From an optimization exercise on the open Yosys and OpenROAD flow, aimed at small area, a short achievable clock period and few clock cycles per item; shortcuts taken in it are not production practice. RTL that was checked went through simulation tests only; none was proved equivalent to the original. Power is estimated from default activity; no workload was simulated.

==> flow/design.v <==
`timescale 1ns / 1ps
module bin2BCD(
    input           clk,
    input           rst,
    input           en,
    input   [11:0]  bin_d_in,
    output  [15:0]  bcd_d_out,
    output          rdy
    );
    function [3:0] add3;
        input [3:0] d;
        reg o3;
        begin
            o3 = d[3] | (d[2] & (d[1] | d[0]));
            add3[3] = o3;
            add3[2] = (d[2] & ~d[1] & ~d[0]) | (d[3] & d[0]);
            add3[1] = (d[3] & ~d[0]) | (d[1] & ~d[2]) | (d[1] & d[0]);
            add3[0] = d[0] ^ o3;
        end
    endfunction
    function [27:0] step;
        input [27:0] x;
        begin
            step = {add3(x[27:24]), add3(x[23:20]), add3(x[19:16]), add3(x[15:12]), x[11:0]} << 1;
        end
    endfunction
    reg  [27:0] s1, s2;
    reg  [24:10] mid;
    reg         result_rdy;
    integer i;
    always @(*) begin
        s1 = {16'b0, bin_d_in};
        for (i = 0; i < 10; i = i + 1)
            s1 = step(s1);
    end
    always @(posedge clk) begin
        mid        <= s1[24:10];
        result_rdy <= en & ~rst;
    end
    always @(*) begin
        s2 = 28'b0;
        s2[24:10] = mid;
        for (i = 10; i < 12; i = i + 1)
            s2 = step(s2);
    end
    assign bcd_d_out = s2[27:12];
    assign rdy       = result_rdy;
endmodule
==> flow/config.mk <==
export PLATFORM = sky130hd
export DESIGN_NAME = bin2BCD
export DESIGN_NICKNAME = bin2BCD
export VERILOG_FILES = /design/flow/design.v
export SDC_FILE = /design/flow/constraint.sdc
export NUM_CORES = 4
export LEC_CHECK = 0
export ABC_AREA = 1
export CAP_MARGIN = 20
export CORE_MARGIN = 2
export CORE_UTILIZATION = 40
export SLEW_MARGIN = 20
==> flow/constraint.sdc <==
create_clock -name core_clock -period 5.0 [get_ports {clk}]
set_input_delay 1.0000 -clock core_clock [delete_from_list [all_inputs] [get_ports {clk}]]
set_output_delay 1.0000 -clock core_clock [all_outputs]
set_load 0.01 [all_outputs]
run.sh (not shown) runs the stock make flow with config.mk's settings and CLKGATE_MAP_FILE= SYNTH_SCRIPT=/design/flow/synth_recipe.tcl, a recipe that flattens the netlist after the stock synthesis.
Testbench counts at the start, summed over its fixed seeds: cycles 8,000, items 4,000.
Edit:
--- a/flow/design.v
+++ b/flow/design.v
@@ -23,26 +23,26 @@
         begin
             step = {add3(x[27:24]), add3(x[23:20]), add3(x[19:16]), add3(x[15:12]), x[11:0]} << 1;
         end
     endfunction
     reg  [27:0] s1, s2;
-    reg  [24:10] mid;
+    reg  [18:6] mid;
     reg         result_rdy;
     integer i;
     always @(*) begin
         s1 = {16'b0, bin_d_in};
-        for (i = 0; i < 10; i = i + 1)
+        for (i = 0; i < 6; i = i + 1)
             s1 = step(s1);
     end
     always @(posedge clk) begin
-        mid        <= s1[24:10];
+        mid        <= s1[18:6];
         result_rdy <= en & ~rst;
     end
     always @(*) begin
         s2 = 28'b0;
-        s2[24:10] = mid;
-        for (i = 10; i < 12; i = i + 1)
+        s2[18:6] = mid;
+        for (i = 6; i < 12; i = i + 1)
             s2 = step(s2);
     end
     assign bcd_d_out = s2[27:12];
     assign rdy       = result_rdy;
 endmodule
- maximum frequency decreases by 18%
- synthesized cell count climbs by 2.3%
- setup slack loses 730 ps
- power rises by 20%
- hold slack loses 8.0 ps
- final cell count climbs by 3.1%
- clock power increases by 27%
- core utilization drops by 1.1 points
The RTL of the second run of this note was laid out without a check of its function.

---

// bin2BCD: RTL as listed in full above, without the edits since
Settings: LEC_CHECK=0, ABC_AREA=1, CAP_MARGIN=20, CORE_MARGIN=2, CORE_UTILIZATION=40, PLACE_DENSITY=0.8, SLEW_MARGIN=20; clock period 5.0 ns.
standard.sh (not shown) runs the stock make flow with config.mk's settings and CLKGATE_MAP_FILE= SYNTH_SCRIPT=/design/flow/synth_recipe.tcl, a recipe that flattens the netlist after the stock synthesis.
==> flow/flow/run.sh <==
#!/bin/bash
# Standard ORFS layout with two changes: the port buffers are buf_1, and
# synthesis maps the logic with the ABC script in flow/abc_area.script (a variant of ORFS's area script)
# (a copy of ORFS's scripts folder with only that file replaced).
set -euo pipefail
export BUFFER_PORTS_ARGS="-buffer_cell sky130_fd_sc_hd__buf_1"
rm -rf scripts_mod
cp -r "$FLOW_HOME/scripts" scripts_mod
cp flow/abc_area.script scripts_mod/abc_area.script
bash standard.sh SCRIPTS_DIR="$PWD/scripts_mod" synth > flow_synth.log 2>&1
bash standard.sh finish > flow_make.log 2>&1
==> flow/flow/abc_area.script <==
strash
dch
if -K 4
mfs -W 8
strash
dch
map -B 0.9
topo
stime -c
buffer -c
upsize -c
dnsize -c
The baseline finished with timing, DRC and antenna clean.
Testbench counts at the start, summed over its fixed seeds: cycles 8,000, items 4,000.
==> next run, changes <==
--- a/flow/design.v
+++ b/flow/design.v
@@ -22,27 +22,26 @@
         input [27:0] x;
         begin
             step = {add3(x[27:24]), add3(x[23:20]), add3(x[19:16]), add3(x[15:12]), x[11:0]} << 1;
         end
     endfunction
-    reg  [27:0] s1, s2;
+    function [27:0] steps;
+        input [27:0] x;
+        input integer first, last;
+        integer i;
+        begin
+            steps = x;
+            for (i = first; i < last; i = i + 1)
+                steps = step(steps);
+        end
+    endfunction
+    wire [27:0] s1 = steps({16'b0, bin_d_in}, 0, 10);
     reg  [24:10] mid;
     reg         result_rdy;
-    integer i;
-    always @(*) begin
-        s1 = {16'b0, bin_d_in};
-        for (i = 0; i < 10; i = i + 1)
-            s1 = step(s1);
-    end
     always @(posedge clk) begin
         mid        <= s1[24:10];
         result_rdy <= en & ~rst;
     end
-    always @(*) begin
-        s2 = 28'b0;
-        s2[24:10] = mid;
-        for (i = 10; i < 12; i = i + 1)
-            s2 = step(s2);
-    end
+    wire [27:0] s2 = steps({3'b0, mid, 10'b0}, 10, 12);
     assign bcd_d_out = s2[27:12];
     assign rdy       = result_rdy;
 endmodule
Utilization is unchanged.
Clock-buffer cell count stays the same.
Hold slack stays the same.
Fmax does not change.
Power stays the same.
Sequential share of layout area is unchanged.
Testbench counts after the change, summed over its fixed seeds: cycles 8,000, items 4,000.

---

## north
Starts from the design.v that is shown in full above.
Settings: LEC_CHECK=0, ABC_AREA=1, CAP_MARGIN=20, CORE_MARGIN=2, CORE_UTILIZATION=40, SLEW_MARGIN=20; clock period 5.0 ns.
==> flow/flow/run.sh <==
#!/bin/bash
# Standard ORFS layout, with the smallest buffer (buf_1) as the port buffer.
set -euo pipefail
export BUFFER_PORTS_ARGS="-buffer_cell sky130_fd_sc_hd__buf_1"
bash standard.sh finish > flow_make.log 2>&1
north completed; timing, DRC and antenna clean
Testbench counts of north, summed over its fixed seeds: cycles 8,000, items 4,000.
> inputs changed (north -> south)
==> flow/design.v <==
`timescale 1ns / 1ps
module bin2BCD(
    input           clk,
    input           rst,
    input           en,
    input   [11:0]  bin_d_in,
    output  [15:0]  bcd_d_out,
    output          rdy
    );
    function [3:0] step;
        input [2:0] r;
        input       b;
        reg q;
        begin
            q = r[2] | (r[1] & (r[0] | b));
            step[3] = q;
            step[2] = (r[1] & ~r[0] & ~b) | (r[2] & b);
            step[1] = (r[2] & ~b) | (r[0] & ~r[1]) | (r[0] & b);
            step[0] = b ^ q;
        end
    endfunction
    function [2:0] bin3;
        input [2:0] r;
        bin3 = r;
    endfunction
    reg  [10:0] q0;
    reg  [2:0]  r0;
    integer i;
    always @(*) begin
        r0 = 3'b000;
        for (i = 10; i >= 0; i = i - 1)
            {q0[i], r0} = step(r0, bin_d_in[i + 1]);
    end
    reg  [8:0]  q0_q;     
    reg  [3:0]  units;
    reg         result_rdy;
    always @(posedge clk) begin
        q0_q       <= q0[8:0];
        units      <= {bin3(r0), bin_d_in[0]};
        result_rdy <= en & ~rst;
    end
    reg  [7:0]  q1;       
    reg  [2:0]  r1;
    reg  [4:0]  q2;       
    reg  [2:0]  r2;
    always @(*) begin
        r1 = 3'b000;
        for (i = 7; i >= 0; i = i - 1)
            {q1[i], r1} = step(r1, q0_q[i + 1]);
        r2 = 3'b000;
        for (i = 4; i >= 0; i = i - 1)
            {q2[i], r2} = step(r2, q1[i + 1]);
    end
    assign bcd_d_out = {1'b0, q2[2:0], bin3(r2), q1[0], bin3(r1), q0_q[0], units};
    assign rdy       = result_rdy;
endmodule
[summary]
- From north to south the numbers moved as follows: number of placed instances, taps included dropped about 2%, area of all placed cells without fillers dropped 0.41%.
- Compared to north, the router laid down more metal wire for south.
- Core box area ends up lower on south.
- Diff north..south | fraction of area in clock buffers and inverters | negligible
- Taking north as the reference, in south critical path depth saw an increase, number of inserted diodes level.
- Sequential cell count in south vs north: down 2
Only the layout flow was run in south; the RTL was not checked for function there.

---

== job 8686 ==
bin2BCD, a different RTL version from the one above (not shown whole).
Size: roughly 16 flip-flops, roughly 32 I/O pins, ~0.0014 sq mm of cells after synthesis.
==> module bin2BCD, before the edit <==
module bin2BCD(
    input           clk,
    input           rst,
    input           en,
    input   [11:0]  bin_d_in,
    output  [15:0]  bcd_d_out,
    output          rdy
    );
    function [3:0] add3;
        input [3:0] d;
        reg o3;
        begin
            o3 = d[3] | (d[2] & (d[1] | d[0]));
            add3[3] = o3;
            add3[2] = (d[2] & ~d[1] & ~d[0]) | (d[3] & d[0]);
            add3[1] = (d[3] & ~d[0]) | (d[1] & ~d[2]) | (d[1] & d[0]);
            add3[0] = d[0] ^ o3;
        end
    endfunction
    function [27:0] step;
        input [27:0] x;
        begin
            step = {add3(x[27:24]), add3(x[23:20]), add3(x[19:16]), add3(x[15:12]), x[11:0]} << 1;
        end
    endfunction
    reg  [27:0] s1, s2;
    reg  [26:12] mid;
    reg         result_rdy;
    integer i;
    always @(*) begin
        s1 = {16'b0, bin_d_in};
        for (i = 0; i < 12; i = i + 1)
            s1 = step(s1);
    end
    always @(posedge clk) begin
        mid        <= s1[26:12];
        result_rdy <= en & ~rst;
    end
    always @(*) begin
        s2 = 28'b0;
        s2[26:12] = mid;
        for (i = 12; i < 12; i = i + 1)
            s2 = step(s2);
    end
    assign bcd_d_out = s2[27:12];
    assign rdy       = result_rdy;
endmodule
==> flow/config.mk <==
export PLATFORM = sky130hd
export DESIGN_NAME = bin2BCD
export DESIGN_NICKNAME = bin2BCD
export VERILOG_FILES = /design/flow/design.v
export SDC_FILE = /design/flow/constraint.sdc
export NUM_CORES = 4
export LEC_CHECK = 0
export ABC_AREA = 1
export CAP_MARGIN = 20
export CORE_MARGIN = 2
export CORE_UTILIZATION = 40
export SLEW_MARGIN = 20
==> flow/constraint.sdc <==
create_clock -name core_clock -period 5.0 [get_ports {clk}]
set_input_delay 1.0000 -clock core_clock [delete_from_list [all_inputs] [get_ports {clk}]]
set_output_delay 1.0000 -clock core_clock [all_outputs]
set_load 0.01 [all_outputs]
run.sh (not shown) runs the stock make flow with config.mk's settings and CLKGATE_MAP_FILE= SYNTH_SCRIPT=/design/flow/synth_recipe.tcl, a recipe that flattens the netlist after the stock synthesis.
Stock flow here: none of the scripts above is used.
--- input diff job 8686..job 4200 ---
diff --git a/flow/design.v b/flow/design.v
--- a/flow/design.v
+++ b/flow/design.v
@@ -23,26 +23,26 @@
         begin
             step = {add3(x[27:24]), add3(x[23:20]), add3(x[19:16]), add3(x[15:12]), x[11:0]} << 1;
         end
     endfunction
     reg  [27:0] s1, s2;
-    reg  [26:12] mid;
+    reg  [22:9] mid;
     reg         result_rdy;
     integer i;
     always @(*) begin
         s1 = {16'b0, bin_d_in};
-        for (i = 0; i < 12; i = i + 1)
+        for (i = 0; i < 9; i = i + 1)
             s1 = step(s1);
     end
     always @(posedge clk) begin
-        mid        <= s1[26:12];
+        mid        <= s1[22:9];
         result_rdy <= en & ~rst;
     end
     always @(*) begin
         s2 = 28'b0;
-        s2[26:12] = mid;
-        for (i = 12; i < 12; i = i + 1)
+        s2[22:9] = mid;
+        for (i = 9; i < 12; i = i + 1)
             s2 = step(s2);
     end
     assign bcd_d_out = s2[27:12];
     assign rdy       = result_rdy;
 endmodule
==> comparison <==
Delta (job 4200 minus job 8686): starting density of the core comparable; via count normalized by instance count now larger; synthesized area now smaller; wire length of the first global-routing pass now smaller. Job 4200 ended with more overall power after layout than job 8686. Re relative area change from synthesis to final layout: job 8686 and job 4200 aren't equal, and the higher value belongs to job 4200. Job 4200 has width of the die below what job 8686 had.
No run of this note included a check of the RTL's function; only the layout flow was run.

---

## v6
RTL: one of the versions met above, not the one the previous note started from.
For scale: roughly 210 cells after synthesis, ~16 flip-flops, about 32 I/O pins.
==> module bin2BCD, before the edit <==
module bin2BCD(
    input           clk,
    input           rst,
    input           en,
    input   [11:0]  bin_d_in,
    output  [15:0]  bcd_d_out,
    output          rdy
    );
    function [3:0] add3;
        input [3:0] d;
        reg o3;
        begin
            o3 = d[3] | (d[2] & (d[1] | d[0]));
            add3[3] = o3;
            add3[2] = (d[2] & ~d[1] & ~d[0]) | (d[3] & d[0]);
            add3[1] = (d[3] & ~d[0]) | (d[1] & ~d[2]) | (d[1] & d[0]);
            add3[0] = d[0] ^ o3;
        end
    endfunction
    function [27:0] step;
        input [27:0] x;
        begin
            step = {add3(x[27:24]), add3(x[23:20]), add3(x[19:16]), add3(x[15:12]), x[11:0]} << 1;
        end
    endfunction
    reg  [27:0] s1, s2;
    reg  [24:10] mid;
    reg         result_rdy;
    integer i;
    always @(*) begin
        s1 = {16'b0, bin_d_in};
        for (i = 0; i < 10; i = i + 1)
            s1 = step(s1);
    end
    always @(posedge clk) begin
        mid        <= s1[24:10];
        result_rdy <= en & ~rst;
    end
    always @(*) begin
        s2 = 28'b0;
        s2[24:10] = mid;
        for (i = 10; i < 12; i = i + 1)
            s2 = step(s2);
    end
    assign bcd_d_out = s2[27:12];
    assign rdy       = result_rdy;
endmodule
==> flow/config.mk <==
export PLATFORM = sky130hd
export DESIGN_NAME = bin2BCD
export DESIGN_NICKNAME = bin2BCD
export VERILOG_FILES = /design/flow/design.v
export SDC_FILE = /design/flow/constraint.sdc
export NUM_CORES = 4
export LEC_CHECK = 0
export ABC_AREA = 1
export CAP_MARGIN = 20
export CORE_MARGIN = 2
export CORE_UTILIZATION = 40
export SLEW_MARGIN = 20
==> flow/constraint.sdc <==
create_clock -name core_clock -period 5.0 [get_ports {clk}]
set_input_delay 1.0000 -clock core_clock [delete_from_list [all_inputs] [get_ports {clk}]]
set_output_delay 1.0000 -clock core_clock [all_outputs]
set_load 0.01 [all_outputs]
standard.sh (not shown) runs the stock make flow with config.mk's settings and CLKGATE_MAP_FILE= SYNTH_SCRIPT=/design/flow/synth_recipe.tcl, a recipe that flattens the netlist after the stock synthesis.
==> flow/flow/run.sh <==
#!/bin/bash
# Standard ORFS layout with two changes: the port buffers are buf_1, and
# synthesis maps the logic with the ABC script in flow/abc_area.script (a variant of ORFS's area script)
# (a copy of ORFS's scripts folder with only that file replaced).
set -euo pipefail
export BUFFER_PORTS_ARGS="-buffer_cell sky130_fd_sc_hd__buf_1"
rm -rf scripts_mod
cp -r "$FLOW_HOME/scripts" scripts_mod
cp flow/abc_area.script scripts_mod/abc_area.script
bash standard.sh SCRIPTS_DIR="$PWD/scripts_mod" synth > flow_synth.log 2>&1
bash standard.sh finish > flow_make.log 2>&1
Scripts as last shown in full above: flow/flow/abc_area.script
Testbench counts of v6, summed over its fixed seeds: cycles 8,000, items 4,000.
### v6 -> v7
-- flow/design.v --
<<< v6, line 26
    endfunction
    reg  [27:0] s1, s2;
    reg  [24:10] mid;
    reg         result_rdy;
    integer i;
    always @(*) begin
        s1 = {16'b0, bin_d_in};
        for (i = 0; i < 10; i = i + 1)
            s1 = step(s1);
    end
    always @(posedge clk) begin
        mid        <= s1[24:10];
        result_rdy <= en & ~rst;
    end
    always @(*) begin
        s2 = 28'b0;
        s2[24:10] = mid;
        for (i = 10; i < 12; i = i + 1)
            s2 = step(s2);
    end
>>> v7, line 26
    endfunction
    reg  [27:0] s1, s2;
    reg  [22:9] mid;
    reg         result_rdy;
    integer i;
    always @(*) begin
        s1 = {16'b0, bin_d_in};
        for (i = 0; i < 9; i = i + 1)
            s1 = step(s1);
    end
    always @(posedge clk) begin
        mid        <= s1[22:9];
        result_rdy <= en & ~rst;
    end
    always @(*) begin
        s2 = 28'b0;
        s2[22:9] = mid;
        for (i = 9; i < 12; i = i + 1)
            s2 = step(s2);
    end
==> summary.txt <==
Combinational power share, v7 and v6: smaller value in v6. v6 gets by with more registers than v7. Changes observed in v7 relative to v6: tightest hold margin went up, data required time of the worst path went down, clock network fraction of total power went down, power attributed to sequential cells went down. v7 — overall power about 1.4% higher, v6 as reference.
Only the layout flow was run in v7; the RTL was not checked for function there.

[what the ideal ports hide]
How much do the figures lean on ideal ports? The routed layouts below were timed once more, with nothing changed but the port constraints.
Step 1 (the two cells are an assumption about what drives the block):
set clk [get_ports {clk}]
set_driving_cell -lib_cell sky130_fd_sc_hd__clkbuf_16 $clk
set_driving_cell -lib_cell sky130_fd_sc_hd__buf_2 [delete_from_list [all_inputs] $clk]
Step 2 moves the port delays by t, midway between the first and last clock arrival at a register: inputs arrive t later, outputs are due t later. That takes back most of the time a late clock gives input paths.
a / b / c = ideal / step 1 / step 2; a / b = the first two.
run	t (ns)	slack for setup (ns)	clock arrival spread, ns	worst data-port slew with drivers (ns)
the first run of note 1	0.301	1.604 / 1.598 / 1.297	0.005 / 0.005	0.04
the second run of note 1	0.295	0.872 / 0.854 / 1.149	0.009 / 0.009	0.03
the first run of note 2	0.293	2.127 / 2.108 / 1.832	0.004 / 0.004	0.03
the second run of note 2	0.293	2.127 / 2.108 / 1.832	0.004 / 0.004	0.03
north	0.298	2.033 / 2.035 / 1.736	0.007 / 0.007	0.03
south	0.287	0.625 / 0.605 / 0.892	0.001 / 0.002	0.04
job 8686	0.288	0.910 / 0.909 / 0.621	0.003 / 0.003	0.04
job 4200	0.289	1.245 / 1.225 / 1.515	0.003 / 0.003	0.04
v6	0.292	2.103 / 2.102 / 1.810	0.004 / 0.004	0.03
v7	0.284	1.745 / 1.726 / 2.010	0.006 / 0.006	0.03
After both steps every run listed still meets setup and hold. The setup slack of the first run of note 1, which loses most, moves by -0.006 ns with the drivers and by -0.307 ns with both steps.
